From an optimization exercise on the open Yosys and OpenROAD flow, aimed at small area; shortcuts taken in it are not production practice. RTL that was checked went through simulation tests only; none was proved equivalent to the original. No functional check of the RTL was part of run 5. Power and IR drop assume default switching activity.

File: flow/config.mk
export PLATFORM = sky130hd
export DESIGN_NAME = p_1d
export DESIGN_NICKNAME = p_1d
export VERILOG_FILES = /design/flow/design.v
export SDC_FILE = /design/flow/constraint.sdc
export NUM_CORES = 4
export LEC_CHECK = 0
export CAP_MARGIN = 0
export CORE_MARGIN = 2
export CORE_UTILIZATION = 70
export CTS_BUF_LIST = sky130_fd_sc_hd__clkbuf_4 sky130_fd_sc_hd__clkbuf_8
export CTS_CLUSTER_DIAMETER = 100
export CTS_CLUSTER_SIZE = 30
export GPL_TIMING_DRIVEN = 0
export SLEW_MARGIN = 0
export SYNTH_HIERARCHICAL = 1
File: flow/constraint.sdc
create_clock -name core_clock -period 7.0 [get_ports {clk}]
set_input_delay 1.4000 -clock core_clock [delete_from_list [all_inputs] [get_ports {clk}]]
set_output_delay 1.4000 -clock core_clock [all_outputs]
set_load 0.01 [all_outputs]
File: flow/design.v
module fa(input a, input b, input c, output s, output co);
	assign s = a ^ b ^ c;
	assign co = (a & b) | (a & c) | (b & c);
endmodule
module ha(input a, input b, output s, output co);
	assign s = a ^ b;
	assign co = a & b;
endmodule
module xo(input a, input b, input r, output o);
	assign o = ~(~(a ^ b) | r);
endmodule
module hac(input a, input b, output s, output co);
	assign s = ~(a ^ b);
	assign co = a | b;
endmodule
module dotc(input rst, input [7:0] x1, input [7:0] y1, input [7:0] x2, input [7:0] y2, output [16:0] o);
	wire [16:0] t;
	wire n2 = ~(x1[0] & y1[0]) | ~(x2[0] & y2[0]);
	fa un3 (.a(~(x1[0] & y1[1])), .b(~(x1[1] & y1[0])), .c(~(x2[0] & y2[1])), .s(n3), .co(n4));
	fa un5 (.a(~(x2[1] & y2[0])), .b(n2), .c(n3), .s(n5), .co(n6));
	fa un7 (.a(~(x1[0] & y1[2])), .b(~(x1[1] & y1[1])), .c(~(x1[2] & y1[0])), .s(n7), .co(n8));
	fa un9 (.a(~(x2[0] & y2[2])), .b(~(x2[1] & y2[1])), .c(~(x2[2] & y2[0])), .s(n9), .co(n10));
	fa un11 (.a(n4), .b(n7), .c(n9), .s(n11), .co(n12));
	wire n14 = n6 | n11;
	fa un15 (.a(~(x1[0] & y1[3])), .b(~(x1[1] & y1[2])), .c(~(x1[2] & y1[1])), .s(n15), .co(n16));
	fa un17 (.a(~(x1[3] & y1[0])), .b(~(x2[0] & y2[3])), .c(~(x2[1] & y2[2])), .s(n17), .co(n18));
	fa un19 (.a(~(x2[2] & y2[1])), .b(~(x2[3] & y2[0])), .c(n10), .s(n19), .co(n20));
	fa un21 (.a(n8), .b(n15), .c(n17), .s(n21), .co(n22));
	fa un23 (.a(n19), .b(n12), .c(n21), .s(n23), .co(n24));
	wire n26 = n14 | n23;
	fa un27 (.a(~(x1[0] & y1[4])), .b(~(x1[1] & y1[3])), .c(~(x1[2] & y1[2])), .s(n27), .co(n28));
	fa un29 (.a(~(x1[3] & y1[1])), .b(~(x1[4] & y1[0])), .c(~(x2[0] & y2[4])), .s(n29), .co(n30));
	fa un31 (.a(~(x2[1] & y2[3])), .b(~(x2[2] & y2[2])), .c(~(x2[3] & y2[1])), .s(n31), .co(n32));
	fa un33 (.a(~(x2[4] & y2[0])), .b(n16), .c(n18), .s(n33), .co(n34));
	fa un35 (.a(n27), .b(n29), .c(n31), .s(n35), .co(n36));
	fa un37 (.a(n20), .b(n22), .c(n33), .s(n37), .co(n38));
	fa un39 (.a(n35), .b(n24), .c(n37), .s(n39), .co(n40));
	wire n42 = n26 | n39;
	fa un43 (.a(~(x1[0] & y1[5])), .b(~(x1[1] & y1[4])), .c(~(x1[2] & y1[3])), .s(n43), .co(n44));
	fa un45 (.a(~(x1[3] & y1[2])), .b(~(x1[4] & y1[1])), .c(~(x1[5] & y1[0])), .s(n45), .co(n46));
	fa un47 (.a(~(x2[0] & y2[5])), .b(~(x2[1] & y2[4])), .c(~(x2[2] & y2[3])), .s(n47), .co(n48));
	fa un49 (.a(~(x2[3] & y2[2])), .b(~(x2[4] & y2[1])), .c(~(x2[5] & y2[0])), .s(n49), .co(n50));
	fa un51 (.a(n28), .b(n30), .c(n32), .s(n51), .co(n52));
	fa un53 (.a(n43), .b(n45), .c(n47), .s(n53), .co(n54));
	fa un55 (.a(n49), .b(n34), .c(n36), .s(n55), .co(n56));
	fa un57 (.a(n51), .b(n53), .c(n38), .s(n57), .co(n58));
	fa un59 (.a(n55), .b(n40), .c(n57), .s(n59), .co(n60));
	wire n62 = n42 | n59;
	fa un63 (.a(~(x1[0] & y1[6])), .b(~(x1[1] & y1[5])), .c(~(x1[2] & y1[4])), .s(n63), .co(n64));
	fa un65 (.a(~(x1[3] & y1[3])), .b(~(x1[4] & y1[2])), .c(~(x1[5] & y1[1])), .s(n65), .co(n66));
	fa un67 (.a(~(x1[6] & y1[0])), .b(~(x2[0] & y2[6])), .c(~(x2[1] & y2[5])), .s(n67), .co(n68));
	fa un69 (.a(~(x2[2] & y2[4])), .b(~(x2[3] & y2[3])), .c(~(x2[4] & y2[2])), .s(n69), .co(n70));
	fa un71 (.a(~(x2[5] & y2[1])), .b(~(x2[6] & y2[0])), .c(n44), .s(n71), .co(n72));
	fa un73 (.a(n46), .b(n48), .c(n50), .s(n73), .co(n74));
	fa un75 (.a(n63), .b(n65), .c(n67), .s(n75), .co(n76));
	fa un77 (.a(n69), .b(n52), .c(n71), .s(n77), .co(n78));
	fa un79 (.a(n54), .b(n73), .c(n75), .s(n79), .co(n80));
	fa un81 (.a(n56), .b(n77), .c(n79), .s(n81), .co(n82));
	fa un83 (.a(n58), .b(n81), .c(n60), .s(n83), .co(n84));
	wire n86 = n62 | n83;
	fa un87 (.a(~(x1[0] & y1[7])), .b(~(x1[1] & y1[6])), .c(~(x1[2] & y1[5])), .s(n87), .co(n88));
	fa un89 (.a(~(x1[3] & y1[4])), .b(~(x1[4] & y1[3])), .c(~(x1[5] & y1[2])), .s(n89), .co(n90));
	fa un91 (.a(~(x1[6] & y1[1])), .b(~(x1[7] & y1[0])), .c(~(x2[0] & y2[7])), .s(n91), .co(n92));
	fa un93 (.a(~(x2[1] & y2[6])), .b(~(x2[2] & y2[5])), .c(~(x2[3] & y2[4])), .s(n93), .co(n94));
	fa un95 (.a(~(x2[4] & y2[3])), .b(~(x2[5] & y2[2])), .c(~(x2[6] & y2[1])), .s(n95), .co(n96));
	fa un97 (.a(~(x2[7] & y2[0])), .b(n64), .c(n66), .s(n97), .co(n98));
	fa un99 (.a(n68), .b(n70), .c(n87), .s(n99), .co(n100));
	fa un101 (.a(n89), .b(n91), .c(n93), .s(n101), .co(n102));
	fa un103 (.a(n95), .b(n72), .c(n74), .s(n103), .co(n104));
	fa un105 (.a(n76), .b(n97), .c(n99), .s(n105), .co(n106));
	fa un107 (.a(n101), .b(n78), .c(n103), .s(n107), .co(n108));
	fa un109 (.a(n80), .b(n105), .c(n107), .s(n109), .co(n110));
	fa un111 (.a(n82), .b(n109), .c(n84), .s(n111), .co(n112));
	fa un113 (.a(~(x1[1] & y1[7])), .b(~(x1[2] & y1[6])), .c(~(x1[3] & y1[5])), .s(n113), .co(n114));
	fa un115 (.a(~(x1[4] & y1[4])), .b(~(x1[5] & y1[3])), .c(~(x1[6] & y1[2])), .s(n115), .co(n116));
	fa un117 (.a(~(x1[7] & y1[1])), .b(~(x2[1] & y2[7])), .c(~(x2[2] & y2[6])), .s(n117), .co(n118));
	fa un119 (.a(~(x2[3] & y2[5])), .b(~(x2[4] & y2[4])), .c(~(x2[5] & y2[3])), .s(n119), .co(n120));
	fa un121 (.a(~(x2[6] & y2[2])), .b(~(x2[7] & y2[1])), .c(n88), .s(n121), .co(n122));
	fa un123 (.a(n90), .b(n92), .c(n94), .s(n123), .co(n124));
	fa un125 (.a(n96), .b(n113), .c(n115), .s(n125), .co(n126));
	fa un127 (.a(n117), .b(n119), .c(n98), .s(n127), .co(n128));
	fa un129 (.a(n100), .b(n121), .c(n102), .s(n129), .co(n130));
	fa un131 (.a(n123), .b(n125), .c(n104), .s(n131), .co(n132));
	fa un133 (.a(n127), .b(n106), .c(n129), .s(n133), .co(n134));
	fa un135 (.a(n131), .b(n108), .c(n133), .s(n135), .co(n136));
	fa un137 (.a(n110), .b(n135), .c(n112), .s(n137), .co(n138));
	fa un139 (.a(~(x1[2] & y1[7])), .b(~(x1[3] & y1[6])), .c(~(x1[4] & y1[5])), .s(n139), .co(n140));
	fa un141 (.a(~(x1[5] & y1[4])), .b(~(x1[6] & y1[3])), .c(~(x1[7] & y1[2])), .s(n141), .co(n142));
	fa un143 (.a(~(x2[2] & y2[7])), .b(~(x2[3] & y2[6])), .c(~(x2[4] & y2[5])), .s(n143), .co(n144));
	fa un145 (.a(~(x2[5] & y2[4])), .b(~(x2[6] & y2[3])), .c(~(x2[7] & y2[2])), .s(n145), .co(n146));
	fa un147 (.a(n114), .b(n116), .c(n118), .s(n147), .co(n148));
	fa un149 (.a(n120), .b(n139), .c(n141), .s(n149), .co(n150));
	fa un151 (.a(n143), .b(n145), .c(n122), .s(n151), .co(n152));
	fa un153 (.a(n124), .b(n126), .c(n147), .s(n153), .co(n154));
	fa un155 (.a(n149), .b(n128), .c(n151), .s(n155), .co(n156));
	fa un157 (.a(n130), .b(n153), .c(n132), .s(n157), .co(n158));
	fa un159 (.a(n155), .b(n134), .c(n157), .s(n159), .co(n160));
	fa un161 (.a(n136), .b(n159), .c(n138), .s(n161), .co(n162));
	fa un163 (.a(~(x1[3] & y1[7])), .b(~(x1[4] & y1[6])), .c(~(x1[5] & y1[5])), .s(n163), .co(n164));
	fa un165 (.a(~(x1[6] & y1[4])), .b(~(x1[7] & y1[3])), .c(~(x2[3] & y2[7])), .s(n165), .co(n166));
	fa un167 (.a(~(x2[4] & y2[6])), .b(~(x2[5] & y2[5])), .c(~(x2[6] & y2[4])), .s(n167), .co(n168));
	fa un169 (.a(~(x2[7] & y2[3])), .b(n140), .c(n142), .s(n169), .co(n170));
	fa un171 (.a(n144), .b(n146), .c(n163), .s(n171), .co(n172));
	fa un173 (.a(n165), .b(n167), .c(n148), .s(n173), .co(n174));
	fa un175 (.a(n150), .b(n169), .c(n171), .s(n175), .co(n176));
	fa un177 (.a(n152), .b(n173), .c(n154), .s(n177), .co(n178));
	fa un179 (.a(n175), .b(n156), .c(n177), .s(n179), .co(n180));
	fa un181 (.a(n158), .b(n179), .c(n160), .s(n181), .co(n182));
	fa un183 (.a(~(x1[4] & y1[7])), .b(~(x1[5] & y1[6])), .c(~(x1[6] & y1[5])), .s(n183), .co(n184));
	fa un185 (.a(~(x1[7] & y1[4])), .b(~(x2[4] & y2[7])), .c(~(x2[5] & y2[6])), .s(n185), .co(n186));
	fa un187 (.a(~(x2[6] & y2[5])), .b(~(x2[7] & y2[4])), .c(n164), .s(n187), .co(n188));
	fa un189 (.a(n166), .b(n168), .c(n183), .s(n189), .co(n190));
	fa un191 (.a(n185), .b(n170), .c(n172), .s(n191), .co(n192));
	fa un193 (.a(n187), .b(n189), .c(n174), .s(n193), .co(n194));
	fa un195 (.a(n176), .b(n191), .c(n193), .s(n195), .co(n196));
	fa un197 (.a(n178), .b(n195), .c(n180), .s(n197), .co(n198));
	fa un199 (.a(~(x1[5] & y1[7])), .b(~(x1[6] & y1[6])), .c(~(x1[7] & y1[5])), .s(n199), .co(n200));
	fa un201 (.a(~(x2[5] & y2[7])), .b(~(x2[6] & y2[6])), .c(~(x2[7] & y2[5])), .s(n201), .co(n202));
	fa un203 (.a(n184), .b(n186), .c(n199), .s(n203), .co(n204));
	fa un205 (.a(n201), .b(n188), .c(n190), .s(n205), .co(n206));
	fa un207 (.a(n203), .b(n192), .c(n205), .s(n207), .co(n208));
	fa un209 (.a(n194), .b(n207), .c(n196), .s(n209), .co(n210));
	fa un211 (.a(~(x1[6] & y1[7])), .b(~(x1[7] & y1[6])), .c(~(x2[6] & y2[7])), .s(n211), .co(n212));
	fa un213 (.a(~(x2[7] & y2[6])), .b(n200), .c(n202), .s(n213), .co(n214));
	fa un215 (.a(n211), .b(n204), .c(n213), .s(n215), .co(n216));
	fa un217 (.a(n206), .b(n215), .c(n208), .s(n217), .co(n218));
	fa un219 (.a(~(x1[7] & y1[7])), .b(~(x2[7] & y2[7])), .c(n212), .s(n219), .co(n220));
	fa un221 (.a(n214), .b(n219), .c(n216), .s(n221), .co(n222));
	xo ux0 (.a(~(x1[0] & y1[0])), .b(~(x2[0] & y2[0])), .r(rst), .o(o[0]));
	assign t[0] = 1'b0;
	assign t[1] = n5;
	xo ux2 (.a(n6), .b(n11), .r(rst), .o(o[2]));
	assign t[2] = 1'b0;
	xo ux3 (.a(n14), .b(n23), .r(rst), .o(o[3]));
	assign t[3] = 1'b0;
	xo ux4 (.a(n26), .b(n39), .r(rst), .o(o[4]));
	assign t[4] = 1'b0;
	xo ux5 (.a(n42), .b(n59), .r(rst), .o(o[5]));
	assign t[5] = 1'b0;
	xo ux6 (.a(n62), .b(n83), .r(rst), .o(o[6]));
	assign t[6] = 1'b0;
	assign o[1] = ~(t[1] | rst);
	assign o[7] = ~(t[7] | rst);
	assign o[8] = ~(t[8] | rst);
	assign o[9] = ~(t[9] | rst);
	assign o[10] = ~(t[10] | rst);
	assign o[11] = ~(t[11] | rst);
	assign o[12] = ~(t[12] | rst);
	assign o[13] = ~(t[13] | rst);
	assign o[14] = ~(t[14] | rst);
	assign o[15] = ~(t[15] | rst);
	assign o[16] = ~(t[16] | rst);
	wire [9:0] x = {1'b1, n220, n221, n217, n209, n197, n181, n161, n137, n111};
	wire [9:0] y = {1'b1, n222, n218, n210, n198, n182, n162, 1'b1, 1'b1, 1'b1};
	wire ci = n86;
	wire [9:0] s;
	assign t[16:7] = s;
	wire [10:0] g, p;
	wire [9:0] hp;
	assign g[0] = ci;
	assign p[0] = 1'b0;
	assign hp[0] = ~x[0];
	assign g[1] = x[0];
	assign hp[1] = ~x[1];
	assign g[2] = x[1];
	assign hp[2] = ~x[2];
	assign g[3] = x[2];
	ha ug3 (.a(x[3]), .b(y[3]), .s(hp[3]), .co(g[4]));
	ha ug4 (.a(x[4]), .b(y[4]), .s(hp[4]), .co(g[5]));
	ha ug5 (.a(x[5]), .b(y[5]), .s(hp[5]), .co(g[6]));
	ha ug6 (.a(x[6]), .b(y[6]), .s(hp[6]), .co(g[7]));
	ha ug7 (.a(x[7]), .b(y[7]), .s(hp[7]), .co(g[8]));
	ha ug8 (.a(x[8]), .b(y[8]), .s(hp[8]), .co(g[9]));
	assign hp[9] = 1'b0;
	assign g[10] = 1'b1;
	assign p[10:1] = hp;
	wire G1 = g[1] | (p[1] & g[0]);
	wire P1 = p[1] & p[0];
	wire G2 = g[3] | (p[3] & g[2]);
	wire P2 = p[3] & p[2];
	wire G3 = g[5] | (p[5] & g[4]);
	wire P3 = p[5] & p[4];
	wire G4 = g[7] | (p[7] & g[6]);
	wire P4 = p[7] & p[6];
	wire G5 = g[9] | (p[9] & g[8]);
	wire P5 = p[9] & p[8];
	wire G6 = G2 | (P2 & G1);
	wire P6 = P2 & P1;
	wire G7 = G4 | (P4 & G3);
	wire P7 = P4 & P3;
	wire G8 = G7 | (P7 & G6);
	wire P8 = P7 & P6;
	wire G9 = G3 | (P3 & G6);
	wire P9 = P3 & P6;
	wire G10 = G5 | (P5 & G8);
	wire P10 = P5 & P8;
	wire G11 = g[2] | (p[2] & G1);
	wire P11 = p[2] & P1;
	wire G12 = g[4] | (p[4] & G6);
	wire P12 = p[4] & P6;
	wire G13 = g[6] | (p[6] & G9);
	wire P13 = p[6] & P9;
	wire G14 = g[8] | (p[8] & G8);
	wire P14 = p[8] & P8;
	wire G15 = g[10] | (p[10] & G10);
	wire P15 = p[10] & P10;
	assign s[0] = hp[0] ^ g[0];
	assign s[1] = hp[1] ^ G1;
	assign s[2] = hp[2] ^ G11;
	assign s[3] = hp[3] ^ G6;
	assign s[4] = hp[4] ^ G12;
	assign s[5] = hp[5] ^ G9;
	assign s[6] = hp[6] ^ G13;
	assign s[7] = hp[7] ^ G8;
	assign s[8] = hp[8] ^ G14;
	assign s[9] = hp[9] ^ G10;
endmodule
module p_1d(
	input clk, input rst,
	input [0:7] a_11, input [0:7] b_11,
	input [0:7] a_12, input [0:7] b_12,
	input [0:7] a_21, input [0:7] b_21,
	input [0:7] a_22, input [0:7] b_22,
	output [0:16] c_11,
	output [0:16] c_12,
	output [0:16] c_21,
	output [0:16] c_22
	);
	wire [16:0] t_11, t_12, t_21, t_22;
	reg [0:16] r_11, r_12, r_21, r_22;
	assign c_11 = r_11;
	assign c_12 = r_12;
	assign c_21 = r_21;
	assign c_22 = r_22;
	dotc d_11 (rst, a_11, b_11, a_12, b_21, t_11);
	dotc d_12 (rst, a_11, b_12, a_12, b_22, t_12);
	dotc d_21 (rst, a_21, b_11, a_22, b_21, t_21);
	dotc d_22 (rst, a_21, b_12, a_22, b_22, t_22);
	always @(posedge clk) begin
		r_11 <= t_11;
		r_12 <= t_12;
		r_21 <= t_21;
		r_22 <= t_22;
	end
endmodule
File: flow/flow/run.sh
#!/bin/bash
# Own layout flow: the standard flow (standard.sh, unchanged synthesis)
# with smaller port buffers, a leaner clock tree (no dummy loads), the ABC
# buffers left to the resizer, and the delay cells kept out of the resizer's
# choices. The make output goes to flow_standard.log; ORFS keeps each step's
# own log under orfs/logs/.
set -euo pipefail
# appended to the platform's own DONT_USE_CELLS list by its config.mk
export DONT_USE_CELLS="sky130_fd_sc_hd__clkdlybuf4s15_1 sky130_fd_sc_hd__clkdlybuf4s15_2 sky130_fd_sc_hd__clkdlybuf4s18_1 sky130_fd_sc_hd__clkdlybuf4s18_2 sky130_fd_sc_hd__clkdlybuf4s25_1 sky130_fd_sc_hd__clkdlybuf4s25_2 sky130_fd_sc_hd__clkdlybuf4s50_1 sky130_fd_sc_hd__clkdlybuf4s50_2 sky130_fd_sc_hd__dlygate4sd1_1 sky130_fd_sc_hd__dlygate4sd2_1 sky130_fd_sc_hd__dlygate4sd3_1 sky130_fd_sc_hd__dlymetal6s2s_1 sky130_fd_sc_hd__dlymetal6s4s_1 sky130_fd_sc_hd__dlymetal6s6s_1"
bash standard.sh \
  "BUFFER_PORTS_ARGS=-buffer_cell sky130_fd_sc_hd__buf_1" \
  "CTS_ARGS=-sink_clustering_enable -repair_clock_nets -sink_clustering_size 30 -sink_clustering_max_diameter 100 -buf_list {sky130_fd_sc_hd__clkbuf_4 sky130_fd_sc_hd__clkbuf_8} -dont_use_dummy_load" \
  REMOVE_ABC_BUFFERS=1 \
  finish > flow_standard.log 2>&1
File: flow/standard.sh
#!/bin/bash
# synth_recipe.tcl (not shown) runs the flow's synth.tcl, then flattens the netlist and writes it again
# the make line also repeats each setting of config.mk as NAME=value (left out here)
make -C /OpenROAD-flow-scripts/flow DESIGN_CONFIG=/design/flow/config.mk WORK_HOME=/design/flow/orfs CLKGATE_MAP_FILE= SYNTH_SCRIPT=/design/flow/synth_recipe.tcl "${@:-finish}"
==> impl_results.md, run 1 <==
* Setup crit end: r_21[1]
* Dominant cell type by area after synthesis: fa_1
* Final Cycle Share at 97.41%
* Clk sinks at 68
* Clock buffer depth at 2
* CTS tree: yes
* GPL Wtd Cong at 0.8846
* Setup TNS at 0 ps
* Global-route usage over all layers at 35.08%
* Share of the synthesized area in the top cell type at 60.45%
* DRT antenna net count at 0
* CTS H-tree depth at 3
* Detailed-route DRC error count at 0
* Io pins at 134
* Cts hold-fix bufs at 0
* FMAX at 0.1467 GHz
* Total Nets Final at 1923
* Vias in the first global route at 11171
* Die area at 21010 sq um
* Yosys cell types at 24
* Vias at 9994
* Mapped Cells at 1380
* Pre-antenna DRT Iters at 5
* Largest net degree at the start of global routing at 38
* Initial DRC Count at 859
* Die height at 145.0 um
* Slew @ Worst Pin at 1022 ps
* Crit-path max cell delay at 580 ps
* Slew headroom at between 30% and 40%
* CP arrival at 7130 ps
* Max Cap Violations at 0
* DR WL/cell at 20.07 um
* Post-Route WL at 33240 um
* Critical Path Source: b_11[1]
* CP startpoint kind: input port
* CTS clk-pin slew, worst paths at 80 ps
* Non-Filler Instances at 1656
* Critical-path maximum fanout at 16
* Number of diodes at 0
* Lkg Pwr at 5.158 nW
* Area of the core at 19460 sq um
* Pwr dens at 440.5 nW/um^2
* Fill count at 1405
* First-pass GRT wire length at 57370 um
* HP Class: in2reg
* Placed cell count at 1647
* Area Overhead vs Synth at 5.470%
* Top post-synthesis cells by area: fa_1 60%, nand2_1 14%, dfxtp_1 9.8%, ha_1 4.0%, clkbuf_1 3.6%
* CP endpoint kind: flop
* Mean post-synth cell area at 10.08 sq um
* Die Wd at approximately 140 um
* Antenna violations before repair at 0
* Final Hold Fails at 0
* Crit path time final at about 6800 ps
* Peak VDD IR at 0.0004926 V
* CP Cell Sequence: clkdlybuf4s18_2 > nand2_1 > fa_1 > fa_1 > fa_1 > fa_1 > fa_1 > fa_1 > fa_1 > fa_1 > nor3b_4 > o22ai_1 > nand2b_1 > ha_1 > or3_1 > a21oi_1
* # setup viols final at 0
* Crit path max-delay cell type: fa_1
* Required @ worst endpoint at around 7300 ps
* Ys Warns at between 200 and 250
* Mapped cell area at roughly 14000 sq um
* Yosys reg bits at 68
* Commonest non-fill, non-tap cells in the layout: 524 x nand2_1, 420 x fa_1, 78 x buf_1, 68 x dfxtp_1
* RSZ-0062 raised after global routing: false
* Crit path top cell by count: fa_1
* Fraction of layout cells with a size suffix above 1 at 6.398%
* Dpl hpwl at roughly 24000 um
* # rows at between 50 and 60
* Root Buffer: clkbuf_8
* Via density at 6.035
* Gr ovfl total at 0
* Total CTS buffers at 9
* IO buf count at 133
* Commonest non-fill, non-tap cell in the layout: nand2_1
* Status: complete, no violations
* Max-slew violation count at 0
* Total power at between 6 and 7 mW
* Critical setup path kind: in2reg
* Post-synthesis sequential area ratio at under 10%
* Initial Utilization at 71.46%
flip-flops by register name (all words and copies together) (netlist names):
name / flops
r_21: 17
r_22: 17
r_12: 17
r_11: 17
final cells by class:
type | count | area, sq um | share of cell area, %
multi-input cells | 1168 | 12050 | 82.11
well taps | 265 | 331.6 | 2.260
inverters | 12 | 45.04 | 0.3071
repair buffers | 134 | 762.0 | 5.194
clock buffers | 9 | 123.9 | 0.8444
flip-flops and latches | 68 | 1361 | 9.280
per-module statistics from Yosys (local to each module, per instance):
module	copies in the design	cells inside
dotc	4	205
p_1d	1	68
ha	24	1
xo	24	2
fa	420	1
how the worst min path moves through the flow:
stage | from | end | slack (ps) | depth (start not counted)
after floorplan | rst | r_11[1] | 1470 | 1
after global placement | r_22[10] | c_22[10] | 1790 | 1
after detailed placement | r_22[11] | c_22[11] | 1780 | 1
after CTS | a_21[7] | r_21[16] | 1550 | 4
after global routing | b_12[7] | r_22[16] | 1450 | 4
final | b_11[7] | r_21[16] | 1430 | 4
critical path: cells and delay by family:
family                   cells  cell delay (ps)
AO/OA/AOI/OAI                2              300
adder cells (fa/ha/maj)      9             3960
AND/OR/NAND/NOR              4             1030
buffers and inverters        1              450
cell families after synthesis:
family,count (synthesis),share of synthesized area (%)
AOI/OAI and AO/OA,52,2.015
xor gates and xnor gates,28,1.763
buffers and inverters,144,3.886
DFF,68,9.788
adders and majority gates,464,64.41
and+or+nand+nor,624,18.14
cell usage after synthesis:
| cell type | instances |
|---|---|
| o21ai_0 | 20 |
| a21oi_1 | 20 |
| or2_4 | 4 |
| nand2_1 | 524 |
| nor2_2 | 4 |
| a211oi_1 | 4 |
| nand2b_1 | 4 |
| fa_1 | 420 |
| a31oi_1 | 4 |
| or4_4 | 4 |
| nand4_1 | 8 |
| ha_1 | 44 |
| dfxtp_1 | 68 |
| clkbuf_1 | 132 |
| nor3b_1 | 4 |
| inv_1 | 12 |
| nor2b_1 | 8 |
| or2_2 | 4 |
| or3_2 | 4 |
| o22ai_1 | 4 |
| xor2_1 | 4 |
| xnor2_1 | 24 |
| or3_1 | 12 |
| nor2_1 | 44 |
stage by stage:
stage	area, sq um	hold WS [ps]	setup slack [ps]	util [%]
2_1_floorplan	13410	1469	458.4	-
3_3_place_gp	14240	1785	-963.0	73.19
3_5_place_dp	14260	1785	-1051	73.29
4_1_cts	14660	1547	0.9432	75.33
5_1_grt	14670	1450	0.3917	75.37
6_report	14670	1429	181.5	75.37
layer usage:
| layer | GRT usage, % | share of wire [%] | vias to the layer above |
|---|---|---|---|
| li1 | - | - | 4181 |
| met1 | 52.06 | 40 | 5093 |
| met2 | 53.31 | 45 | 642 |
| met3 | 8.711 | 12 | 78 |
| met4 | 8.861 | 2.6 | 0 |
| met5 | 0 | 0 | - |
what timing repair did:
action | 4_1_cts | 5_1_grt
gates resized for setup | 142 | 100
buffers inserted | 0 | 0
pin swaps | 0 | 1
endpoints found under the setup margin | 23 | 11
report_power, final:
part	internal [mW]	total (mW)	switching, mW
clock network	0.115	0.270	0.155
registers	0.578	0.609	0.0311
logic	2.54	5.58	3.05
==> inputs of run 2 (changes only) <==
--- a/flow/flow/run.sh
+++ b/flow/flow/run.sh
@@ -11,4 +11,4 @@
   "BUFFER_PORTS_ARGS=-buffer_cell sky130_fd_sc_hd__buf_1" \
   "CTS_ARGS=-sink_clustering_enable -repair_clock_nets -sink_clustering_size 30 -sink_clustering_max_diameter 100 -buf_list {sky130_fd_sc_hd__clkbuf_4 sky130_fd_sc_hd__clkbuf_8} -dont_use_dummy_load" \
-  REMOVE_ABC_BUFFERS=1 \
+  REMOVE_ABC_BUFFERS=1 MATCH_CELL_FOOTPRINT=0 \
   finish > flow_standard.log 2>&1
==> run 2 against run 1 <==
Net effect:
- non-clock buffer count is the same
- first-iteration DRC count is 1.4% higher
- utilization decreased by 0.31 points
- sequential power is essentially flat
- clock power hardly changed
- sequential cell count unchanged
- final area shrank 0.42%
- total power is 0.43% higher
==> impl_results.md, run 2 <==
* Status: complete, no violations
* Cts hold-fix bufs at 0
* HP Class: in2reg
* Commonest non-fill, non-tap cell in the layout: nand2_1
* Lkg Pwr at 5.157 nW
* Mapped Cells at 1380
* Mapped cell area at 13910 sq um
* CTS clk-pin slew, worst paths at 80 ps
* Share of the synthesized area in the top cell type at about three fifths
* Total CTS buffers at 9
* Max Cap Violations at 0
* Number of diodes at 0
* Area Overhead vs Synth at 5.029%
* IO buf count at 133
* CP arrival at 7090 ps
* Io pins at 134
* Post-synthesis mux area share at 0%
* Via density at roughly 6.1
* Ys flop type: dfxtp_1
* Dominant cell type by area after synthesis: fa_1
* Compound-Gate Fraction of Synth Area at 2.015%
* Root Buffer: clkbuf_8
* Total power at 6.490 mW
* Largest net degree at the start of global routing at 38
* Fraction of layout cells with a size suffix above 1 at 6.398%
* DR WL/cell at 19.93 um
* Post-synthesis sequential area ratio at around a tenth
* Initial DRC Count at 871
* Max-slew violation count at 0
* # setup viols final at 0
* Final worst setup slack at 222.3 ps
* Required @ worst endpoint at 7310 ps
* Vias at 10053
* Detail Route met2 WL at 15070 um
* DP Worst Slack at -1051 ps
* Dpl hpwl at 24110 um
* Peak VDD IR at 0.0004923 V
* Post-Route WL at 33010 um
* Vias in the first global route at 11097
* Area of the core at 19460 sq um
* Clock buffer depth at 2
* XOR/XNOR Fraction of Synth Area at 1.763%
* Die height at 145.0 um
* CP endpoint kind: flop
* Min Hold Slack at 1428 ps
* Final Hold Fails at 0
* Area share of fa/ha/maj cells after synthesis at 64.41%
* Largest family of logic cells by synthesized area: adder cells
* Post-synthesis simple-gate area fraction at 18.14%
* Initial Utilization at 71.46%
* Most frequent cells after synthesis: 524 x nand2_1, 420 x fa_1, 132 x clkbuf_1, 68 x dfxtp_1
* GPL Wtd Cong at ~0.88
* Post-synth EDFFs at 0
* First-pass GRT wire length at 57050 um
* Final Core Density at 75.06%
* Non-Filler Instances at 1656
* Antenna violations before repair at 0
* Pwr dens at 444.3 nW/um^2
* Die Wd at around 140 um
* Critical setup path kind: in2reg
* Min-Delay Startpoint: b_11[7]
* Critical-path maximum fanout at 16
* Die area at 21010 sq um
* Clk sinks at 68
* Detailed-route DRC error count at 0
* WHS Path Cells at 4
* Gr ovfl total at 0
* Final Cycle Share at 96.82%
* Hold endpoint: r_21[16]
* Commonest non-fill, non-tap cells in the layout: 524 x nand2_1, 420 x fa_1, 78 x buf_1, 68 x dfxtp_1
* Slew headroom at between 30% and 40%
* Most common cell in the netlist: nand2_1
* Placed cell count at around 1600
* # rows at 51
* Yosys cell types at 24
* Yosys reg bits at 68
* Global-route usage over all layers at between 30% and 40%
* DRT antenna net count at 0
* Placed instance area at 14260 sq um
* Total Nets Final at around 1900
* Ys Warns at 217
* Post-CTS setup buffers at 0
* CTS H-tree depth at 3
* Mean post-synth cell area at 10.08 sq um
* Top post-synthesis cells by area: fa_1 60%, nand2_1 14%, dfxtp_1 9.8%, ha_1 4.0%, clkbuf_1 3.6%
* Design area at 14610 sq um
* CTS tree: yes
* FMAX at 0.1475 GHz
* Uppermost layer routed: met4
* RSZ-0062 raised after global routing: false
* Met3 WL at 4047 um
* Slew @ Worst Pin at a little over 1000 ps
* Asr flop ratio synth at 0%
* Pre-antenna DRT Iters at 5
* CP startpoint kind: input port
* Crit path time final at 6778 ps
* Setup TNS at 0 ps
* Metal-1 WL at 13250 um
## run 2: cell count changes in the layout (fill, tap and decap cells not counted)
cell             delta
buf_4               -1
buf_6               +1
clkbuf_2           +19
nor3b_2             -1
clkdlybuf4s15_2     -9
nor3b_4             +1
buf_2               -7
clkdlybuf4s18_2     -3
## run 2: logic make-up (layout without fill, tap and decap cells)
logic type / Yosys count / in the layout
AO/OA/AOI/OAI: 52 / 52
buffers and inverters: 144 / 155
XOR/XNOR: 28 / 28
adder cells (fa/ha/maj): 464 / 464
AND/OR/NAND/NOR: 624 / 624
flip-flops: 68 / 68
## run 2: report_power, final
| part | internal, mW | switching (mW) |
|---|---|---|
| Clock | 0.115 | 0.153 |
| Combinational | 2.54 | 3.07 |
| Sequential | 0.578 | 0.0314 |
| Total | 3.23 | 3.26 |
## run 2: metal layers
| metal | global-route usage [%] | vias to the layer above |
|---|---|---|
| li1 | - | 4183 |
| met1 | 52.31 | 5174 |
| met2 | 52.64 | 645 |
| met3 | 8.679 | 51 |
| met4 | 8.465 | 0 |
| met5 | 0 | - |
## run 2: worst max-delay path: stages
cell,delay (ps)
clkbuf_4,270
nand2_1,120
fa_1,560
fa_1,430
fa_1,400
fa_1,420
fa_1,430
fa_1,400
fa_1,400
fa_1,390
fa_1,520
nor3b_4,320
o22ai_1,160
nand2b_1,170
ha_1,190
or3_1,360
a21oi_1,140
## run 2: worst max-delay path by stage
stage | end | from | cells past startpoint | slack [ps]
global route | r_12[1] | b_12[6] | 18 | 2
finish | r_21[1] | a_21[4] | 17 | 220
CTS | r_21[1] | b_11[4] | 17 | 0.4
floorplan | r_11[1] | b_11[4] | 16 | 460
global placement | r_21[1] | b_21[4] | 17 | -960
detailed placement | r_12[1] | b_22[5] | 17 | -1050
## run 2: layout make-up
type	count	area, sq um
clock buffer	9	123.9
fill	1408	4855
inverter	12	45.04
multi-input combinational	1168	12050
sequential	68	1361
tap	265	331.6
timing repair buffer	134	694.4
## run 2: repair_timing
item,4_1_cts,5_1_grt
pin swaps,0,1
resized for setup,105,95
hold endpoints to repair,0,0
setup endpoints to repair,23,11
## run 2: Yosys stat by module, one instance, submodules excluded
module  cell area (sq um)  flip-flops and latches
p_1d                 1361                      68
ha                  12.51                       0
xo                  12.51                       0
fa                  20.02                       0
dotc                884.6                       0
==> inputs of run 3 (changes only) <==
--- a/flow/flow/run.sh
+++ b/flow/flow/run.sh
@@ -10,5 +10,5 @@
 bash standard.sh \
   "BUFFER_PORTS_ARGS=-buffer_cell sky130_fd_sc_hd__buf_1" \
-  "CTS_ARGS=-sink_clustering_enable -repair_clock_nets -sink_clustering_size 30 -sink_clustering_max_diameter 100 -buf_list {sky130_fd_sc_hd__clkbuf_4 sky130_fd_sc_hd__clkbuf_8} -dont_use_dummy_load" \
-  REMOVE_ABC_BUFFERS=1 MATCH_CELL_FOOTPRINT=0 \
+  "CTS_ARGS=-sink_clustering_enable -repair_clock_nets -sink_clustering_size 40 -sink_clustering_max_diameter 250 -root_buf sky130_fd_sc_hd__clkbuf_8 -buf_list {sky130_fd_sc_hd__clkbuf_4} -dont_use_dummy_load" \
+  REMOVE_ABC_BUFFERS=1 \
   finish > flow_standard.log 2>&1
==> run 3 against run 2 <==
Net effect:
- sequential share of layout area is essentially flat
- critical endpoint unchanged
- clock power is essentially flat
- non-clock buffer count is the same
- synthesized cell count is the same
==> impl_results.md, run 3 <==
* Status: complete, no violations
* Mapped Cells at roughly 1400
* Area share of fa/ha/maj cells after synthesis at around 64%
* Final Cycle Share at 97.41%
* Yosys reg bits at 68
* Post-synthesis simple-gate area fraction at between 10% and 20%
* RSZ-0062 raised after global routing: false
* Top post-synthesis cells by area: fa_1 60%, nand2_1 14%, dfxtp_1 9.8%, ha_1 4.0%, clkbuf_1 3.6%
* Commonest non-fill, non-tap cell in the layout: nand2_1
* Cell family with most CP delay: adder cells
* CP arrival at between 7000 and 8000 ps
* Clock buffer depth at 2
* Crit path top cell by count: fa_1
* Register Area at ~1400 sq um
* Post-Route WL at 33240 um
* Asr flop ratio synth at 0%
* Gr ovfl total at 0
* CTS tree: yes
* Cts hold-fix bufs at 0
* Commonest non-fill, non-tap cells in the layout: 524 x nand2_1, 420 x fa_1, 78 x buf_1, 68 x dfxtp_1
* Ys Warns at 217
* HP Class: in2reg
* Dominant cell type by area after synthesis: fa_1
* Pwr dens at ~440 nW/um^2
* Design area at approximately 15000 sq um
* Die height at 145.0 um
* Slew headroom at between 30% and 40%
* Clk sinks at 68
* Initial DRC Count at 859
* Crit-path max cell delay at 580 ps
* Area taken by multi-input logic gates at 12050 sq um
* Mean post-synth cell area at 10.08 sq um
* FMAX at 0.1467 GHz
* Via density at 6.035
* CTS H-tree depth at 3
* Critical setup path kind: in2reg
* Mapped cell area at 13910 sq um
* Crit path time final at approximately 7000 ps
* Vias at 9994
* Compound-Gate Fraction of Synth Area at around 2.0%
* Max-slew violation count at 0
* Max Cap Violations at 0
* Pre-antenna DRT Iters at 5
* First-pass GRT wire length at ~57000 um
* Fill count at 1405
* Slew @ Worst Pin at 1022 ps
* Most common cell in the netlist: nand2_1
* Largest net degree at the start of global routing at 38
* Antenna violations before repair at 0
* Placed instance area at 14260 sq um
* Vias in the first global route at 11171
* Io pins at between 100 and 150
* Die area at 21010 sq um
* Critical-path maximum fanout at 16
* Fraction of layout cells with a size suffix above 1 at around 6.4%
* CTS clk-pin slew, worst paths at 80 ps
* DR WL/cell at 20.07 um
* Dpl hpwl at 24110 um
* Detailed-route DRC error count at 0
* CP Cell Sequence: clkdlybuf4s18_2 > nand2_1 > fa_1 > fa_1 > fa_1 > fa_1 > fa_1 > fa_1 > fa_1 > fa_1 > nor3b_4 > o22ai_1 > nand2b_1 > ha_1 > or3_1 > a21oi_1
* WP buf/inv at 1
* Total CTS buffers at 9
* Largest family of logic cells by synthesized area: adder cells
* Number of diodes at 0
* DRT antenna net count at 0
* CP startpoint kind: input port
* Peak VDD IR at roughly 0.00049 V
* Required @ worst endpoint at 7320 ps
* Post-synthesis sequential area ratio at 9.788%
* Post-synthesis mux area share at 0%
* Non-Filler Instances at 1656
* Total Nets Final at between 1500 and 2000
* Die Wd at 145.0 um
* Area Overhead vs Synth at 5.470%
* Yosys cell types at 24
* Ys flop type: dfxtp_1
* CP endpoint kind: flop
* Area of the core at 19460 sq um
* # setup viols final at 0
* Global-route usage over all layers at 35.08%
* Crit path max-delay cell type: fa_1
* Root Buffer: clkbuf_8
* # rows at 51
* Placed cell count at 1647
* Lkg Pwr at between 5 and 6 nW
* Initial Utilization at between 70 and 80%
* Share of the synthesized area in the top cell type at 60.45%
* IO buf count at 133
* GPL Wtd Cong at 0.8846
* Post-synth EDFFs at 0
* Most frequent cells after synthesis: 524 x nand2_1, 420 x fa_1, 132 x clkbuf_1, 68 x dfxtp_1
* XOR/XNOR Fraction of Synth Area at 1.763%
* Final Hold Fails at 0
==> run 3: cell counts after synthesis <==
Identical to the previous run, type by type.
==> run 3: stage by stage <==
| step | setup WS [ps] | utilization, % | TNS, ps | power, mW | hold WS (ps) |
|---|---|---|---|---|---|
| 2_1_floorplan | 458.4 | - | 0 | 4.762 | 1469 |
| 3_3_place_gp | -963.0 | 73.19 | -16850 | 5.822 | 1785 |
| 3_5_place_dp | -1051 | 73.29 | -18130 | 6.041 | 1785 |
| 4_1_cts | 0.9432 | 75.33 | 0 | 6.410 | 1547 |
| 5_1_grt | 0.3917 | 75.37 | 0 | 7.411 | 1450 |
| 6_report | 181.5 | 75.37 | 0 | 6.462 | 1429 |
==> run 3: logic make-up (layout without fill, tap and decap cells) <==
family / after synthesis / after routing
flops: 68 / 68
fa+ha+maj: 464 / 464
buf+inv: 144 / 155
simple gates: 624 / 624
xor+xnor: 28 / 28
compound gates: 52 / 52
==> run 3: worst paths after layout <==
check                 startpoint       end  slack, ps  cells after the start
worst max-delay path     b_11[1]   r_21[1]        180                     16
worst min-delay path     b_11[7]  r_21[16]       1430                      4
==> run 3: Yosys stat by module, one instance, submodules excluded <==
module,copies in the design,area [sq um],cells inside
dotc,4,884.6,205
fa,420,20.02,1
ha,24,12.51,1
p_1d,1,1361,68
xo,24,12.51,2
==> run 3: area by class of cell <==
type / instances / area share (%)
Clock buffer: 9 / 0.8444
Inverter: 12 / 0.3071
Multi-Input combinational cell: 1168 / 82.11
Sequential cell: 68 / 9.280
Tap cell: 265 / 2.260
Timing Repair Buffer: 134 / 5.194
==> run 3: worst min-delay path, stage by stage <==
cell and delay [ps]:
buf_6 150, nand2_1 80, xnor2_1 60, nor2_1 70
==> run 3: timing repair <==
| action | CTS | global route |
|---|---|---|
| buffers inserted | 0 | 0 |
| endpoints found under the hold margin | 0 | 0 |
| resized for setup | 142 | 100 |
| pin swaps | 0 | 1 |
| endpoints found under the setup margin | 23 | 11 |
==> run 3: power by group <==
part | leakage (nW) | switching [mW] | internal [mW]
Sequential | 0.566 | 0.0311 | 0.578
Combinational | 4.53 | 3.05 | 2.54
Clock | 0.0647 | 0.155 | 0.115
==> run 3: per-layer routing <==
layer,vias to the layer above,GRT usage [%],share of wire (%)
met5,-,0,0
met4,0,8.861,2.6
met3,78,8.711,12
met2,642,53.31,45
met1,5093,52.06,40
li1,4181,-,-
==> inputs of run 4 (changes only) <==
--- a/flow/flow/run.sh
+++ b/flow/flow/run.sh
@@ -10,5 +10,5 @@
 bash standard.sh \
   "BUFFER_PORTS_ARGS=-buffer_cell sky130_fd_sc_hd__buf_1" \
-  "CTS_ARGS=-sink_clustering_enable -repair_clock_nets -sink_clustering_size 40 -sink_clustering_max_diameter 250 -root_buf sky130_fd_sc_hd__clkbuf_8 -buf_list {sky130_fd_sc_hd__clkbuf_4} -dont_use_dummy_load" \
-  REMOVE_ABC_BUFFERS=1 \
+  "CTS_ARGS=-sink_clustering_enable -repair_clock_nets -sink_clustering_size 30 -sink_clustering_max_diameter 100 -root_buf sky130_fd_sc_hd__clkbuf_8 -tree_buf sky130_fd_sc_hd__clkbuf_4 -buf_list {sky130_fd_sc_hd__clkbuf_4} -dont_use_dummy_load" \
+  REMOVE_ABC_BUFFERS=1 MATCH_CELL_FOOTPRINT=0 \
   finish > flow_standard.log 2>&1
==> run 4 against run 3 <==
Net effect:
- still clean
- via count increased by 0.59%
- final area fell by 0.42%
- sequential cell count did not move
- clock power is essentially flat
- sequential share of layout area hardly changed
- worst setup slack improved by 41 ps
- die area unchanged
- count of clock-buffer cells in the layout did not move
- synthesized area unchanged
- critical endpoint unchanged
==> impl_results.md, run 4 <==
* WP buf/inv at 1
* Post-synth EDFFs at 0
* Gr ovfl total at 0
* Dominant cell type by area after synthesis: fa_1
* Commonest non-fill, non-tap cells in the layout: 524 x nand2_1, 420 x fa_1, 78 x buf_1, 68 x dfxtp_1
* # rows at 51
* CTS clk-pin slew, worst paths at 80 ps
* Top post-synthesis cells by area: fa_1 60%, nand2_1 14%, dfxtp_1 9.8%, ha_1 4.0%, clkbuf_1 3.6%
* Critical setup path kind: in2reg
* Mean post-synth cell area at roughly 10 sq um
* Asr flop ratio synth at 0%
* Crit path top cell by count: fa_1
* Slew headroom at 31.80%
* Max Cap Violations at 0
* Status: complete, no violations
* IO buf count at 133
* Crit path max-delay cell type: fa_1
* Setup TNS at 0 ps
* Global-route usage over all layers at 34.89%
* Mapped cell area at approximately 14000 sq um
* Yosys cell types at 24
* Slew @ Worst Pin at around 1000 ps
* CP startpoint kind: input port
* Yosys reg bits at between 60 and 70
* Min Hold Slack at 1428 ps
* Cell family with most CP delay: adder cells
* Vias in the first global route at 11097
* Initial Utilization at slightly above 70%
* Largest net degree at the start of global routing at 38
* Crit path time final at 6778 ps
* DRT antenna net count at 0
* Pre-antenna DRT Iters at 5
* FMAX at 0.1475 GHz
* Share of the synthesized area in the top cell type at just over 60%
* Die Wd at about 140 um
* Most common cell in the netlist: nand2_1
* CTS H-tree depth at 3
* GPL Wtd Cong at 0.8846
* Required @ worst endpoint at 7310 ps
* Number of diodes at 0
* Ys flop type: dfxtp_1
* Non-Filler Instances at 1656
* # setup viols final at 0
* Area of the core at 19460 sq um
* Critical-path maximum fanout at 16
* Clock buffer depth at 2
* Detailed-route DRC error count at 0
* Peak VDD IR at just under 0.0005 V
* Lkg Pwr at 5.157 nW
* CTS tree: yes
* Final Hold Fails at 0
* Post-synthesis sequential area ratio at 9.788%
* Initial DRC Count at 871
* Ys Warns at 217
* CP arrival at between 7000 and 8000 ps
* Post-Route WL at ~33000 um
* CP Cell Sequence: clkbuf_4 > nand2_1 > fa_1 > fa_1 > fa_1 > fa_1 > fa_1 > fa_1 > fa_1 > fa_1 > fa_1 > nor3b_4 > o22ai_1 > nand2b_1 > ha_1 > or3_1 > a21oi_1
* Clk sinks at 68
* Total Nets Final at 1923
* Final Cycle Share at 96.82%
* Via density at 6.071
* Cts hold-fix bufs at 0
* Most frequent cells after synthesis: 524 x nand2_1, 420 x fa_1, 132 x clkbuf_1, 68 x dfxtp_1
* Max-slew violation count at 0
* Area Overhead vs Synth at 5.029%
* Antenna violations before repair at 0
* Commonest non-fill, non-tap cell in the layout: nand2_1
* RSZ-0062 raised after global routing: false
* Pwr dens at ~440 nW/um^2
* Die height at 145.0 um
* Fraction of layout cells with a size suffix above 1 at roughly 6.4%
* Root Buffer: clkbuf_8
* Crit-path max cell delay at 560 ps
* HP Class: in2reg
* DR WL/cell at 19.93 um
* Io pins at about 130
* Vias at 10053
* CP endpoint kind: flop
* Total CTS buffers at 9
* First-pass GRT wire length at 57050 um
* Placed cell count at 1647
* Mapped Cells at about 1400
* Dpl hpwl at 24110 um
* Die area at 21010 sq um
==> run 4: cell counts after synthesis <==
No cell type changed its count.
==> run 4: kinds of logic after synthesis <==
kind of cell	after synthesis	share of synthesized area (%)
simple gates	624	18.14
xor+xnor	28	1.763
compound gates	52	2.015
flops	68	9.788
fa+ha+maj	464	64.41
buf+inv	144	3.886
==> run 4: what timing repair did <==
| item | 4_1_cts | 5_1_grt |
|---|---|---|
| pin swaps | 0 | 1 |
| setup buffers | 0 | 0 |
| gates resized for setup | 105 | 95 |
| endpoints found under the setup margin | 23 | 11 |
==> run 4: layer usage <==
metal / global-route usage [%] / share of wire (%)
met1: 52.31 / 40
met2: 52.64 / 46
met3: 8.679 / 12
met4: 8.465 / 1.9
met5: 0 / 0
==> run 4: power by group <==
group,switching (mW),internal [mW],total (mW)
Sequential,0.0314,0.578,0.609
Clock,0.153,0.115,0.267
Combinational,3.07,2.54,5.61
Total,3.26,3.23,6.49
==> run 4: layout make-up <==
cell class	count	area, sq um
Multi-Input combinational cell	1168	12050
Fill cell	1408	4855
Sequential cell	68	1361
Timing Repair Buffer	134	694.4
Tap cell	265	331.6
Clock buffer	9	123.9
Inverter	12	45.04
==> run 4: Yosys stat by module, one instance, submodules excluded <==
module	cell area (sq um)	cells	flip-flops and latches
dotc	884.6	205	0
fa	20.02	1	0
ha	12.51	1	0
p_1d	1361	68	68
xo	12.51	2	0
==> run 4: worst paths after layout <==
kind              slack [ps]       end    start  depth (start not counted)
setup / recovery         220   r_21[1]  a_21[4]                         17
hold / removal          1430  r_21[16]  b_11[7]                          4
==> run 4: per-stage QoR <==
step | worst slack [ps] | total power, mW | utilization, % | area (sq um)
global placement | -963.0 | 5.822 | 73.19 | 14240
detailed placement | -1051 | 6.041 | 73.29 | 14260
CTS | 0.3864 | 6.403 | 74.36 | 14470
floorplan | 458.4 | 4.762 | - | 13410
finish | 222.3 | 6.490 | 75.06 | 14610
global route | 2.355 | 7.440 | 75.06 | 14610
==> inputs of run 5 (changes only) <==
--- a/flow/design.v
+++ b/flow/design.v
@@ -185,34 +185,38 @@
 	wire G5 = g[9] | (p[9] & g[8]);
 	wire P5 = p[9] & p[8];
-	wire G6 = G2 | (P2 & G1);
-	wire P6 = P2 & P1;
-	wire G7 = G4 | (P4 & G3);
-	wire P7 = P4 & P3;
-	wire G8 = G7 | (P7 & G6);
-	wire P8 = P7 & P6;
-	wire G9 = G3 | (P3 & G6);
-	wire P9 = P3 & P6;
-	wire G10 = G5 | (P5 & G8);
-	wire P10 = P5 & P8;
-	wire G11 = g[2] | (p[2] & G1);
-	wire P11 = p[2] & P1;
-	wire G12 = g[4] | (p[4] & G6);
-	wire P12 = p[4] & P6;
-	wire G13 = g[6] | (p[6] & G9);
-	wire P13 = p[6] & P9;
-	wire G14 = g[8] | (p[8] & G8);
-	wire P14 = p[8] & P8;
-	wire G15 = g[10] | (p[10] & G10);
-	wire P15 = p[10] & P10;
+	wire G6 = g[2] | (p[2] & G1);
+	wire P6 = p[2] & P1;
+	wire G7 = G2 | (P2 & G1);
+	wire P7 = P2 & P1;
+	wire G8 = g[6] | (p[6] & G3);
+	wire P8 = p[6] & P3;
+	wire G9 = G4 | (P4 & G3);
+	wire P9 = P4 & P3;
+	wire G10 = g[10] | (p[10] & G5);
+	wire P10 = p[10] & P5;
+	wire G11 = g[4] | (p[4] & G7);
+	wire P11 = p[4] & P7;
+	wire G12 = G3 | (P3 & G7);
+	wire P12 = P3 & P7;
+	wire G13 = G8 | (P8 & G7);
+	wire P13 = P8 & P7;
+	wire G14 = G9 | (P9 & G7);
+	wire P14 = P9 & P7;
+	wire G15 = g[8] | (p[8] & G14);
+	wire P15 = p[8] & P14;
+	wire G16 = G5 | (P5 & G14);
+	wire P16 = P5 & P14;
+	wire G17 = G10 | (P10 & G14);
+	wire P17 = P10 & P14;
 	assign s[0] = hp[0] ^ g[0];
 	assign s[1] = hp[1] ^ G1;
-	assign s[2] = hp[2] ^ G11;
-	assign s[3] = hp[3] ^ G6;
-	assign s[4] = hp[4] ^ G12;
-	assign s[5] = hp[5] ^ G9;
+	assign s[2] = hp[2] ^ G6;
+	assign s[3] = hp[3] ^ G7;
+	assign s[4] = hp[4] ^ G11;
+	assign s[5] = hp[5] ^ G12;
 	assign s[6] = hp[6] ^ G13;
-	assign s[7] = hp[7] ^ G8;
-	assign s[8] = hp[8] ^ G14;
-	assign s[9] = hp[9] ^ G10;
+	assign s[7] = hp[7] ^ G14;
+	assign s[8] = hp[8] ^ G15;
+	assign s[9] = hp[9] ^ G16;
 endmodule
 module p_1d(
--- a/flow/flow/run.sh
+++ b/flow/flow/run.sh
@@ -10,5 +10,5 @@
 bash standard.sh \
   "BUFFER_PORTS_ARGS=-buffer_cell sky130_fd_sc_hd__buf_1" \
-  "CTS_ARGS=-sink_clustering_enable -repair_clock_nets -sink_clustering_size 30 -sink_clustering_max_diameter 100 -root_buf sky130_fd_sc_hd__clkbuf_8 -tree_buf sky130_fd_sc_hd__clkbuf_4 -buf_list {sky130_fd_sc_hd__clkbuf_4} -dont_use_dummy_load" \
-  REMOVE_ABC_BUFFERS=1 MATCH_CELL_FOOTPRINT=0 \
+  "CTS_ARGS=-sink_clustering_enable -repair_clock_nets -sink_clustering_size 30 -sink_clustering_max_diameter 100 -buf_list {sky130_fd_sc_hd__clkbuf_4 sky130_fd_sc_hd__clkbuf_8} -dont_use_dummy_load" \
+  REMOVE_ABC_BUFFERS=1 \
   finish > flow_standard.log 2>&1
==> run 5 against run 4 <==
Net effect:
- critical endpoint is now r_12[1]
- still clean on timing, DRC and antenna
- sequential share of layout area is 0.24 points lower
- fmax down 0.89%
- critical path type unchanged
- utilization down 0.24 points
- die area rose by 1.7%
==> impl_results.md, run 5 <==
* Most common cell in the netlist: nand2_1
* Pwr dens at ~470 nW/um^2
* Total Nets Final at 1939
* CTS tree: yes
* IO buf count at 133
* Compound-Gate Fraction of Synth Area at 3.041%
* Fraction of layout cells with a size suffix above 1 at 6.733%
* Vias in the first global route at 11157
* DR WL/cell at approximately 20 um
* Post-synthesis simple-gate area fraction at 18.28%
* Post-synthesis mux area share at 0.3182%
* Critical setup path kind: in2reg
* Crit path time final at about 6800 ps
* Global-route usage over all layers at between 30% and 40%
* Yosys reg bits at between 60 and 70
* Clk sinks at 68
* Antenna violations before repair at 0
* Slew @ Worst Pin at roughly 1000 ps
* Critical-path maximum fanout at 16
* Clock buffer depth at 2
* Io pins at 134
* Slew headroom at 30.45%
* Lkg Pwr at ~5.3 nW
* Vias at 10311
* CTS H-tree depth at 3
* Dominant cell type by area after synthesis: fa_1
* Most frequent cells after synthesis: 516 x nand2_1, 420 x fa_1, 128 x clkbuf_1, 68 x dfxtp_1, 52 x nor2_1
* Crit path top cell by count: fa_1
* Gr ovfl total at 0
* Detailed-route DRC error count at 0
* Pre-antenna DRT Iters at 5
* HP Class: in2reg
* Final worst setup slack at 161.8 ps
* WP buf/inv at 1
* Die Wd at 146.2 um
* Commonest non-fill, non-tap cells in the layout: 516 x nand2_1, 415 x fa_1, 72 x buf_1, 68 x dfxtp_1, 52 x nor2_1
* DP Worst Slack at -1039 ps
* Share of the synthesized area in the top cell type at between 50% and 60%
* Post-synth EDFFs at 0
* Ys Warns at 217
* XOR/XNOR Fraction of Synth Area at 1.733%
* Initial DRC Count at roughly 780
* First-pass GRT wire length at 58080 um
* Dpl hpwl at roughly 25000 um
* CP startpoint kind: input port
* WHS Path Cells at 4
* Largest family of logic cells by synthesized area: adder cells
* Cell family with most CP delay: adder cells
* Area share of fa/ha/maj cells after synthesis at between 60% and 70%
* FMAX at 0.1462 GHz
* Post-synthesis sequential area ratio at 9.618%
* Area Overhead vs Synth at 5.932%
* Area of the core at 20040 sq um
* Yosys cell types at 31
* Mapped cell area at 14150 sq um
* Asr flop ratio synth at 0%
* Die height at between 100 and 150 um
* Required @ worst endpoint at 7280 ps
* Crit-path max cell delay at 570 ps
* Via density at 6.134
* Max Cap Violations at 0
* Status: complete, no violations
* Top post-synthesis cells by area: fa_1 59%, nand2_1 14%, dfxtp_1 9.6%, ha_1 3.5%, clkbuf_1 3.4%
* Initial Utilization at 70.63%
* Final Cycle Share at 97.69%
* Total CTS buffers at 9
* Root Buffer: clkbuf_8
* Commonest non-fill, non-tap cell in the layout: nand2_1
* CP endpoint kind: flop
* Ys flop type: dfxtp_1
* # setup viols final at 0
* Peak VDD IR at 0.0004624 V
* CP arrival at 7120 ps
* Crit path max-delay cell type: fa_1
* Hold endpoint: r_12[16]
* Mean post-synth cell area at 10.11 sq um
* Post-Route WL at 34120 um
* Die area at roughly 21000 sq um
* Final Hold Fails at 0
* # rows at 52
* Fill count at ~1400
* Min-Delay Startpoint: a_11[7]
* Largest net degree at the start of global routing at 45
* DRT antenna net count at 0
* CP Cell Sequence: buf_6 > nand2_1 > fa_1 > fa_1 > fa_1 > fa_2 > fa_1 > fa_1 > fa_1 > fa_1 > fa_1 > or3b_4 > a31oi_4 > o21ai_0 > ha_1 > or3_1 > a21oi_1
* Setup TNS at 0 ps
* GPL Wtd Cong at 0.8776
* Max-slew violation count at 0
* Mapped Cells at 1400
* CTS clk-pin slew, worst paths at roughly 90 ps
* Number of diodes at 0
-- run 5: worst max path at each step --
| stage | start | to | slack (ps) | depth (start not counted) |
|---|---|---|---|---|
| 4_1_cts | b_21[5] | r_21[1] | 4 | 17 |
| 3_5_place_dp | b_21[5] | r_21[1] | -1040 | 17 |
| 6_report | b_12[4] | r_12[1] | 160 | 17 |
| 3_3_place_gp | b_22[4] | r_22[1] | -1000 | 17 |
| 2_1_floorplan | a_11[7] | r_11[1] | 230 | 16 |
| 5_1_grt | b_12[7] | r_22[1] | -0.6 | 17 |
-- run 5: through the flow --
stage	cells	total power, mW	util (%)	hold slack, ps	instance area (sq um)
2_1_floorplan	1264	5.110	-	1469	13610
3_3_place_gp	1667	6.262	72.08	1785	14450
3_5_place_dp	1668	6.492	72.19	1784	14470
4_1_cts	1677	6.841	74.08	1436	14840
5_1_grt	1681	7.944	74.82	1448	14990
6_report	1681	7.010	74.82	1421	14990
-- run 5: logic make-up after synthesis --
family | after synthesis
XOR/XNOR | 28
AND/OR/NAND/NOR | 636
multiplexers | 4
AO/OA/AOI/OAI | 60
buffers and inverters | 144
adder cells (fa/ha/maj) | 460
flip-flops | 68
-- run 5: area by class of cell --
class	instances	area (sq um)	area share [%]
Multi-Input combinational cell	1188	12270	81.81
Sequential cell	68	1361	9.080
Timing Repair Buffer	138	874.6	5.833
Tap cell	270	337.8	2.253
Clock buffer	9	123.9	0.8262
Inverter	8	30.03	0.2003
-- run 5: power breakdown --
part,switching [mW],internal [mW]
combinational,3.33,2.79
sequential,0.0324,0.580
clock,0.159,0.115
-- run 5: what timing repair did --
item | 4_1_cts | 5_1_grt
setup endpoints to repair | 18 | 4
pin swaps | 0 | 4
buffers inserted | 0 | 4
gates cloned | 0 | 0
hold buffers | 0 | 0
hold endpoints to repair | 0 | 0
resized for setup | 216 | 90
-- run 5: routing by layer --
metal	vias up	part of all wire [%]	GRT usage [%]
met5	-	0	0
met1	5291	40	53.13
met3	59	12	7.187
li1	4293	-	-
met4	0	2.2	9.515
met2	668	45	53.16
-- run 5: per-module statistics from Yosys (local to each module, per instance) --
module	cells inside	flops+latches
xo	2	0
fa	1	0
ha	1	0
dotc	210	0
p_1d	68	68

static timing again, ports no longer ideal:
In the flow no input, the clock included, has a driving cell. The finished layouts below were timed again as built, in two steps.
Step 1, drivers: a clkbuf_16 drives clk and a buf_2 each remaining input, both assumed.
Step 2 times the ports against the registers' clock, not the clock port: input delays grow and output delays shrink by t, the midpoint of the rising clock arrivals with the driver on.
Slacks: ideal / step 1 / step 2; pairs: ideal / step 1.
run	t, ns	setup WS [ns]	hold WS [ns]	worst setup path at the end	latest minus earliest clock arrival (ns)
run 1	0.412	0.182 / 0.196 / -0.216	1.429 / 1.419 / 1.800	input to register	0.024 / 0.024
run 2	0.412	0.222 / 0.227 / -0.186	1.428 / 1.416 / 1.797	input to register	0.022 / 0.023
run 3	0.412	0.182 / 0.196 / -0.216	1.429 / 1.419 / 1.800	input to register	0.024 / 0.024
run 4	0.412	0.222 / 0.227 / -0.186	1.428 / 1.416 / 1.797	input to register	0.022 / 0.023
run 5	0.400	0.162 / 0.162 / -0.238	1.421 / 1.417 / 1.800	input to register	0.020 / 0.021
With both steps, setup timing fails in every run listed, where it was met with ideal ports.
